This design comes from an exercise in tuning for small area, a short achievable clock period and few clock cycles on the open sky130 flow, not from production work. Function was checked by simulation only, so behaviour that the tests miss may differ from the original. No activity file was given, so power comes from the tool's default toggle rates.

File: design.v
module mul
(
	input clk,
	input rst,
	input  [31:0] a,
	input  [31:0] b,
	input start,
	output [31:0] res_mul,
	output logic vld
);
logic znak;
logic [63:0] ab;
assign res_mul = ab[31:0];
assign znak = a[31] ^ b[31];
logic [31:0] a_abs;
logic [31:0] b_abs;
logic [31:0] a_norm;
logic [31:0] b_norm;
assign a_abs = (a[31]) ? (~a + 1) : a;
assign b_abs = (b[31]) ? (~b + 1) : b;
logic [63:0] ab_abs;
logic [4:0] cnt;
logic [31:0] max_abs;
logic [31:0] min_abs;
assign max_abs = (a_abs > b_abs) ? a_abs : b_abs;
assign min_abs = (a_abs > b_abs) ? b_abs : a_abs;
assign vld = (cnt == 5'd31);
assign ab = (znak) ? (~(ab_abs) + 1) : ab_abs;
always_ff @(posedge clk) begin
	if (rst || (~start)&&(cnt == 5'd0)) begin
		ab_abs <= '0;
		cnt <= '0;
	end
	else begin
		if (cnt == 5'd31) begin 
			cnt <= '0;
			ab_abs <= '0;
		end
		else begin
			ab_abs <= ab_abs + ((max_abs & {32{min_abs [cnt]}}) << cnt);	
			cnt <= cnt + 1;
		end
	end
end
endmodule
File: run.sh
#!/bin/bash
# synth_recipe.tcl (not shown) runs the flow's synth.tcl, then flattens the netlist and writes it again
# the make line also repeats each setting of config.mk as NAME=value (left out here)
make -C /OpenROAD-flow-scripts/flow DESIGN_CONFIG=/design/flow/config.mk WORK_HOME=/design/flow/orfs CLKGATE_MAP_FILE= SYNTH_SCRIPT=/design/flow/synth_recipe.tcl finish
File: config.mk
export PLATFORM = sky130hd
export DESIGN_NAME = mul
export DESIGN_NICKNAME = mul
export VERILOG_FILES = /design/flow/design.v
export SDC_FILE = /design/flow/constraint.sdc
export NUM_CORES = 4
export LEC_CHECK = 0
export CAP_MARGIN = 20
export CORE_MARGIN = 2
export CORE_UTILIZATION = 40
export SLEW_MARGIN = 20
File: constraint.sdc
create_clock -name core_clock -period 12.0 [get_ports {clk}]
set_input_delay 2.4000 -clock core_clock [delete_from_list [all_inputs] [get_ports {clk}]]
set_output_delay 2.4000 -clock core_clock [all_outputs]
set_load 0.01 [all_outputs]
==> results_dict.tcl <==
set metrics [dict create \
    criticalPathCategory "in -> reg" \
    async_flop_share_pct 0 \
    final_area_um2 9560 \
    first_iter_violations 470 \
    portBuffers 99 \
    p_comb_share_pct 77.7 \
    yosysSeqAreaShare_pct 9.12 \
    maxUsedRoutingLayer "met4" \
    wl_met3_um 1090 \
    p_leak_nw 4.02 \
    max_freq_mhz 89.6 \
    numClockSinks 37 \
    cap_violations 0 \
    grt_pass1_vias 7762 \
    synth_top_family_by_area "compound AO/OA/AOI/OAI gates" \
    switching_share_pct 47.3 \
    peakVddDrop_mv 0.0598 \
    slowest_stage "or4_1" \
    io_pins 100 \
    nets 1285 \
    grt_max_degree 36 \
    first_pass_iters 7 \
    synth_xor_area_share_pct 12.1 \
    synth_mux_area_share_pct 18.0 \
    numCtsBuffers 5 \
    grt.total_usage_pct 23.0 \
    postSynthAreaPerCell_um2 7.57 \
    p_per_area_nw_per_um2 156 \
    rsz0062_at_grt "no" \
    cp_max_fo 14 \
    cts_root_buffer "clkbuf_16" \
    ctsLongestPathBuffers 2 \
    ys.flop_type "dfxtp_1" \
    seq_power_share_pct 13.8 \
    cts_tree "built" \
    n_antenna_cell 0 \
    ff2ff_path_depth 26 \
    grt_pass1_wl_um 40300 \
    htree_num_levels 2 \
    placed_cell_area_um2 9410 \
    clk-insertion-delay-late_ns 0.29 \
    overflow 0 \
    fp-row-count 52 \
    core_area_um2 20100 \
    clock_skew_ns 0.00966 \
    die_area_um2 21500 \
    endpoint_kind "flip-flop" \
    synth-simple-area-share_pct 21.9 \
    die_y_um 147 \
    drive_gt1_share_pct 8.79 \
    die-width_um 147 \
    p_sw_mw 0.706 \
    clk_pin_slew_ns 0.06 \
    hold_path_class "reg -> reg" \
    gp_congestion 0.913 \
    layout_commonest_cell "nor2_1" \
    vias 8234 \
    status "complete, no violations" \
    synth_fa_ha_area_share_pct 10.9 \
    final_max_slew_viol_count 0 \
    synth_edf_count 0 \
    worst_path_largest_cell_delay_ns 0.61 \
    wl_per_cell_um 17.5 \
    hold_path_depth 2 \
    synth_area_um2 8120 \
    slew_headroom_pct 37.4 \
    synthCells 1073 \
    drt_wl_total_um 24800 \
    nFillCells 2028 \
    final_cell_mix "nor2_1, clkdlybuf4s50_1, nand2_1" \
    route.detailed.drc 0 \
    cp-start-kind "input port" \
    syn2layout_area_growth_pct 17.6 \
    post_cts_buffers 0 \
    cpMostUsedCell "buf_4" \
    hold_viol 0 \
    postRouteAntennaNets 0 \
    start_util_pct 40.4 \
    synth_nets 1210 \
    synth-seq-cells 37 \
    dp_hpwl_um 20700 \
    tightest_slew_ns 0.937 \
    crit_arrival_ns 11.38 \
    ys_types 75 \
    required_ns 12.22 \
    antenna_found_initial 0 \
    final.setup.tns_ns 0 \
    viasPerCell 5.80 \
    synth_compound_area_share_pct 22.2 \
    setup_violations 0 \
    fin_crit_sh_pct 93.0 \
    p_clk_share_pct 8.5 \
    dr_wl_met2_um 11300 \
    cts_hold_buf 0 \
    yosysWarningCount 1 \
    fin_crit_ns 11.16 \
    p_int_mw 0.787 \
    drt-met1-wl_um 11600 \
]
[area by class of cell]
cell class	count	area, um2	area share, %
clock buffer	6	129	1.35
sequential	37	741	7.75
multi-input combinational	913	6920	72.4
inverter	72	270	2.83
tap	270	338	3.53
timing repair buffer	119	1150	12.1
clock inverter	2	10.0	0.105
[worst max-delay path, delay by kind of cell]
family / cells / cell delay (ns)
simple gates: 14 / 3.79
xor+xnor: 1 / 0.29
fa+ha+maj: 2 / 0.60
compound gates: 12 / 2.52
buf+inv: 5 / 1.25
mux: 1 / 0.53
[power by group through the flow]
stage	registers (mW)	logic, mW	clock network, mW
after detailed placement	0.208	1.15	0
final	0.206	1.16	0.128
after floorplan	0.193	0.789	0
after global placement	0.208	1.14	0
after CTS	0.205	1.16	0.131
after global routing	0.213	1.28	0.135
[stage by stage]
step           power (mW)  utilization [%]  cells  worst slack, ns  hold slack, ns
5_1_grt              1.63             47.5   1419           0.0441           0.732
3_5_place_dp         1.36             46.8   1411            0.487           0.677
2_1_floorplan       0.982                -   1073             1.73           0.549
6_report             1.49             47.5   1419            0.837           0.688
4_1_cts              1.49             47.5   1419            0.754           0.695
3_3_place_gp         1.35             46.8   1411            0.624           0.668
[metal layers]
metal | vias up | GRT usage, %
met5 | - | 0
met4 | 0 | 7.96
met3 | 39 | 2.00
met2 | 255 | 38.2
met1 | 3811 | 31.4
li1 | 4129 | -
[Yosys cell counts, types with 7 or more instances]
library cell	instances	area share, %
clkbuf_1	34	1.6
inv_1	69	3.2
nor3_1	28	1.7
mux2_2	11	1.5
nor2_1	129	6.0
a21o_1	9	0.83
ha_1	69	11
o2111ai_1	14	1.5
nand4_1	17	1.3
nand2_1	87	4.0
nand3_1	15	0.92
or4_1	9	0.83
o31ai_1	19	1.8
buf_1	11	0.51
xor2_1	72	7.8
o21bai_1	8	0.74
a21oi_1	70	4.3
and2_1	11	0.85
mux4_2	39	11
and3_1	9	0.69
o41ai_1	10	1.1
o211ai_1	15	1.4
xnor2_1	40	4.3
o21ai_0	60	3.7
o221ai_1	7	0.75
or3_1	8	0.62
mux2i_1	43	5.3
a31oi_1	8	0.62
dfxtp_1	37	9.1
nand2b_1	13	1.0
a211oi_1	13	1.2
[logic make-up (layout without fill, tap and decap cells)]
kind of cell,count (synthesis),count (layout)
flops,37,37
xor+xnor,112,112
compound gates,272,272
buf+inv,123,199
simple gates,365,365
fa+ha+maj,70,70
mux,94,94
[path summary, 6_finish.rpt]
check	startpoint	endpoint	slack, ns
worst max-delay path	a[20]	ab_abs[31]$_SDFF_PP0_	0.84
worst min-delay path	cnt[0]$_SDFF_PP0_	cnt[0]$_SDFF_PP0_	0.69
worst max register to register	cnt[1]$_SDFF_PP0_	ab_abs[28]$_SDFF_PP0_	6.15
worst min register to register	cnt[0]$_SDFF_PP0_	cnt[0]$_SDFF_PP0_	0.69
[sequential cells by signal, indices dropped and copies added (netlist names)]
register  cells
ab_abs       32
cnt           5
[timing repair]
| item | in CTS | in global routing |
|---|---|---|
| setup endpoints to repair | 0 | 3 |
| endpoints found under the hold margin | 0 | 0 |
| resized for setup | 0 | 1 |
Testbench counts, summed over its fixed seeds: cycles 51,200.

## port drivers added, routing unchanged
The results above use ideal ports. As a check the final layout listed here was re-extracted and re-timed, cells and wires unchanged.
Step 1 sets driving cells, clkbuf_16 on the clock port and buf_2 on the other inputs (assumed; they add their load-dependent delay and slew).
Step 2 also shifts input and output timing later by t, the mid clock arrival at the registers, as if the neighbouring blocks saw the same clock.
Slacks: no drivers / after step 1 / after step 2; pairs: no drivers / after step 1.
t (ns): 0.324
setup slack, ns: 0.837 / 0.855 / 0.531
slew at the worst register clock pin (ns): 0.06 / 0.06
worst slew at a driven data input, ns: 0.04
cell pins on the clock port's net: 1
After both steps setup and hold are still met in this run. The setup slack of this run moves by +0.018 ns with the drivers and by -0.306 ns with both steps.
